Background: an optimization exercise with open tools, aiming at small area and a short achievable clock period. Do not read the settings as production practice.
In this exercise RTL edits were held to simulation tests only and were not proved equivalent to the original.
Power is estimated from default activity; no workload was simulated.

## cedar
## TopModule
module TopModule( input logic clk, input logic reset,
                  input logic prevMem, nextMem, executeSwitch, executeMem,
                  input logic [15:0] switchInstruction, output logic [15:0] memInst,
                  output logic [7:0] dispData, output logic [3:0] dispAddr,
                  output logic [4:0] pc, output logic halted);
Size in the first run: about 320 flip-flops.
Settings: LEC_CHECK=0, ABC_AREA=1, CAP_MARGIN=20, CORE_MARGIN=2, CORE_UTILIZATION=40, SETUP_SLACK_MARGIN=2.4, SLEW_MARGIN=20; clock period 5.0 ns.
run.sh (not shown) runs the stock make flow with config.mk's settings and CLKGATE_MAP_FILE= SYNTH_SCRIPT=/design/flow/synth_recipe.tcl, a recipe that flattens the netlist after the stock synthesis.
> inputs changed (cedar -> pepper)
- SETUP_SLACK_MARGIN: 2.4 -> 2.6
As far as sequential fraction of the synthesis area is concerned, cedar and pepper perform about the same.
pepper finished every stage and its layout cleared the timing, DRC and antenna checks.
pepper gives more power density of the placed cells than cedar did.
Comparing cedar against pepper, there is no change at all in number of flip-flops and latches.
Going from cedar to pepper, global-route usage shrinks by 0.49 points.
Fraction of area in registers: pepper lower than cedar
The higher clock period minus worst slack of pepper and cedar is in cedar.
Sort pepper and cedar by multi-input combinational area share, descending, and cedar comes first.
Setup changes, pepper to raven
- a change of SETUP_SLACK_MARGIN from 2.6 to 2.8
## What came out
- Relative to pepper, the number of cells in the finished layout apart from fillers of raven is higher by about 3%.
- On routed wire length per instance, raven tracks pepper almost exactly.
- Number of buffers other than clock buffers in the final layout, raven and pepper: lower on pepper
- raven vs pepper, beginning of the critical path: ac[0] vs switchInstruction[3]
- On final cell area excluding filler cells, the lower figure sits with pepper, not raven.
- Summary of raven over pepper: multi-input combinational cell count roughly the same; number of resized instances in the post-cts repair step moved up.

* * *

Another version of the RTL of TopModule (not shown whole).
Size in the first run: roughly 2,800 cells after synthesis, ~56 I/O pins.
==> flow/config.mk <==
export PLATFORM = sky130hd
export DESIGN_NAME = TopModule
export DESIGN_NICKNAME = TopModule
export VERILOG_FILES = /design/flow/design.v
export SDC_FILE = /design/flow/constraint.sdc
export NUM_CORES = 4
export LEC_CHECK = 0
export ABC_AREA = 1
export CAP_MARGIN = 20
export CORE_MARGIN = 2
export CORE_UTILIZATION = 40
export SETUP_SLACK_MARGIN = 2.5
export SLEW_MARGIN = 20
==> flow/constraint.sdc <==
create_clock -name core_clock -period 5.0 [get_ports {clk}]
set_input_delay 1.0000 -clock core_clock [delete_from_list [all_inputs] [get_ports {clk}]]
set_output_delay 1.0000 -clock core_clock [all_outputs]
set_load 0.01 [all_outputs]
The baseline went through all stages and came out clean.
==> next run, changes <==
- SETUP_SLACK_MARGIN: 2.5 -> 2.8
Effect:
- The changed run completed with no timing, DRC or antenna violations
- final area climbs by a little under a tenth
- clock power drops by a few percent
- cell count climbs by a few percent
- utilization climbs by 4.1 points
==> next run, changes <==
- SETUP_SLACK_MARGIN: 2.8 -> 2.65
Design area shrinks by 5.3%.
Wire length shrinks by about 2.5%.
Die area is unchanged.
Worst setup slack got worse by 0.13 ns.
Sequential cell count stays the same.
Register-to-register slack got worse by 0.11 ns.
First-iteration DRC count shrinks by about 10%.
Via count shrinks by 0.76%.
Global-route usage shrinks by 0.55 points.

* * *

Setup of job 9244:
Another version of the RTL of TopModule (not shown whole).
Size in the first run: ~320 flip-flops, roughly 56 I/O pins.
Settings: LEC_CHECK=0, ABC_AREA=1, CAP_MARGIN=20, CORE_MARGIN=2, CORE_UTILIZATION=40, PLACE_DENSITY=0.75, SETUP_SLACK_MARGIN=3.0, SLEW_MARGIN=20; clock period 5.0 ns.
The following lists how job 4849 was set up differently from job 9244:
==> flow/flow/run.sh (new file) <==
#!/bin/bash
set -euo pipefail
bash standard.sh synth > synth.log 2>&1
bash standard.sh SETUP_SLACK_MARGIN=3.0 floorplan place cts > place_cts.log 2>&1
bash standard.sh SETUP_SLACK_MARGIN=2.6 finish > route_finish.log 2>&1
==> flow/standard.sh (new file) <==
#!/bin/bash
# synth_recipe.tcl (not shown) runs the flow's synth.tcl, then flattens the netlist and writes it again
# the make line also repeats each setting of config.mk as NAME=value (left out here)
make -C /OpenROAD-flow-scripts/flow DESIGN_CONFIG=/design/flow/config.mk WORK_HOME=/design/flow/orfs CLKGATE_MAP_FILE= SYNTH_SCRIPT=/design/flow/synth_recipe.tcl "${@:-finish}"
-- flow/config.mk --
<<< job 9244, line 12
export PLACE_DENSITY = 0.75
export SETUP_SLACK_MARGIN = 3.0
export SLEW_MARGIN = 20
>>> job 4849, line 12
export PLACE_DENSITY = 0.75
export SETUP_SLACK_MARGIN = 2.6
export SLEW_MARGIN = 20
removed: flow/run.sh
[summary]
Sequential share of power up 2.3 points in job 4849 wrt job 9244
Job 4849 vs. job 9244: net load switching power fell 210 uW, core utilization moved down.
Number of multi-input combinational cells in the layout delta (job 4849 -> job 9244): insignificant
Job 9244 → job 4849: power in sequential cells shows no meaningful change; fmax shows a reduction of 0.63%; non-clock buffer count shows a reduction of 85.
Lower sum of buffers and inverters on the critical path goes to job 4849 over job 9244.
Comparing job 4849 and job 9244, worst setup slack is lower on job 4849.
Here is what was changed in the inputs of job 264 compared with job 4849.
==> flow/run.sh (new file) <==
#!/bin/bash
# synth_recipe.tcl (not shown) runs the flow's synth.tcl, then flattens the netlist and writes it again
# the make line also repeats each setting of config.mk as NAME=value (left out here)
make -C /OpenROAD-flow-scripts/flow DESIGN_CONFIG=/design/flow/config.mk WORK_HOME=/design/flow/orfs CLKGATE_MAP_FILE= SYNTH_SCRIPT=/design/flow/synth_recipe.tcl finish
-- flow/config.mk --
<<< job 4849, line 11
export CORE_UTILIZATION = 40
export PLACE_DENSITY = 0.75
export SETUP_SLACK_MARGIN = 2.6
>>> job 264, line 11
export CORE_UTILIZATION = 40
export SETUP_SLACK_MARGIN = 2.6
removed: flow/flow/run.sh
removed: flow/standard.sh
--- outcome ---
Job 264 vs job 4849: met2 layer usage reported by global route up in job 264
Summary of the comparison: power is higher in job 264, relative to job 4849.
In the reports for job 4849 and job 264, the larger internal cell power belongs to job 264.
Job 264 ends up with lower layout overhead on the synthesized area than job 4849 does.
Between job 4849 and job 264, relative contribution of the clock network to total power is higher for job 264, job 4849 comes in under that.
The final reports for job 264 and job 4849 show placement-stage cell area lower in the former.
The higher share of the clock period used by the worst path after layout of job 4849 and job 264 is in job 264.
Between job 264 and job 4849, it is job 264 whose final setup slack of the worst path is lower, by 0.12 ns.
diff inputs: job 264 => job 1298
-- flow/config.mk --
<<< job 264, line 11
export CORE_UTILIZATION = 40
export SETUP_SLACK_MARGIN = 2.6
export SLEW_MARGIN = 20
>>> job 1298, line 11
export CORE_UTILIZATION = 40
export PLACE_DENSITY = 0.75
export SETUP_SLACK_MARGIN = 2.8
export SLEW_MARGIN = 20
--- outcome ---
Of job 264 and job 1298, job 1298 shows the higher static leakage, with job 264 below it. Job 1298 against job 264: final area climbed 2.9%, via-per-instance ratio decreased about 1.6%. Higher smallest setup slack after layout goes to job 1298 over job 264. Fmax (higher): job 1298. Met2 track demand over resource (job 1298 over job 264): decrease, 6.9 points. [job 1298] total power rose about 1.8% relative to job 264. Job 1298 has count of nets after finishing above what job 264 had. Sort job 264 and job 1298 by total routing usage reported by global routing, ascending, and job 1298 comes first.

==> separate check: timing with driven ports <==
How much do the figures lean on ideal ports? The routed layouts below were timed once more, with nothing changed but the port constraints.
Step 1 sets driving cells, clkbuf_16 on the clock port and buf_2 on the other inputs (assumed; they add their load-dependent delay and slew).
Step 2 times the ports against the registers' clock, not the clock port: input delays grow and output delays shrink by t, the midpoint of the rising clock arrivals with the driver on.
a / b / c = no drivers / after step 1 / after step 2; a / b = the first two.
| run | shift t [ns] | slack for setup (ns) | slew at the worst register clock pin (ns) | cell pins on the clock port's net |
|---|---|---|---|---|
| cedar | 0.621 | 2.407 / 2.354 / 1.824 | 0.07 / 0.07 | 1 |
| pepper | 0.615 | 2.571 / 2.577 / 1.995 | 0.07 / 0.07 | 1 |
| raven | 0.629 | 2.674 / 2.613 / 2.028 | 0.07 / 0.07 | 1 |
| the first run of note 2 | 0.626 | 2.495 / 2.472 / 1.897 | 0.07 / 0.07 | 1 |
| the second run of note 2 | 0.629 | 2.677 / 2.697 / 2.077 | 0.07 / 0.07 | 1 |
| the third run of note 2 | 0.625 | 2.546 / 2.539 / 1.953 | 0.07 / 0.07 | 1 |
| job 9244 | 0.639 | 2.742 / 2.681 / 2.243 | 0.07 / 0.07 | 1 |
| job 4849 | 0.635 | 2.728 / 2.668 / 2.229 | 0.07 / 0.07 | 1 |
| job 264 | 0.641 | 2.611 / 2.596 / 2.009 | 0.06 / 0.06 | 1 |
| job 1298 | 0.625 | 2.691 / 2.662 / 2.097 | 0.07 / 0.07 | 1 |
After both steps every run listed still meets setup and hold. The setup slack of raven, which loses most, moves by -0.061 ns with the drivers and by -0.646 ns with both steps.
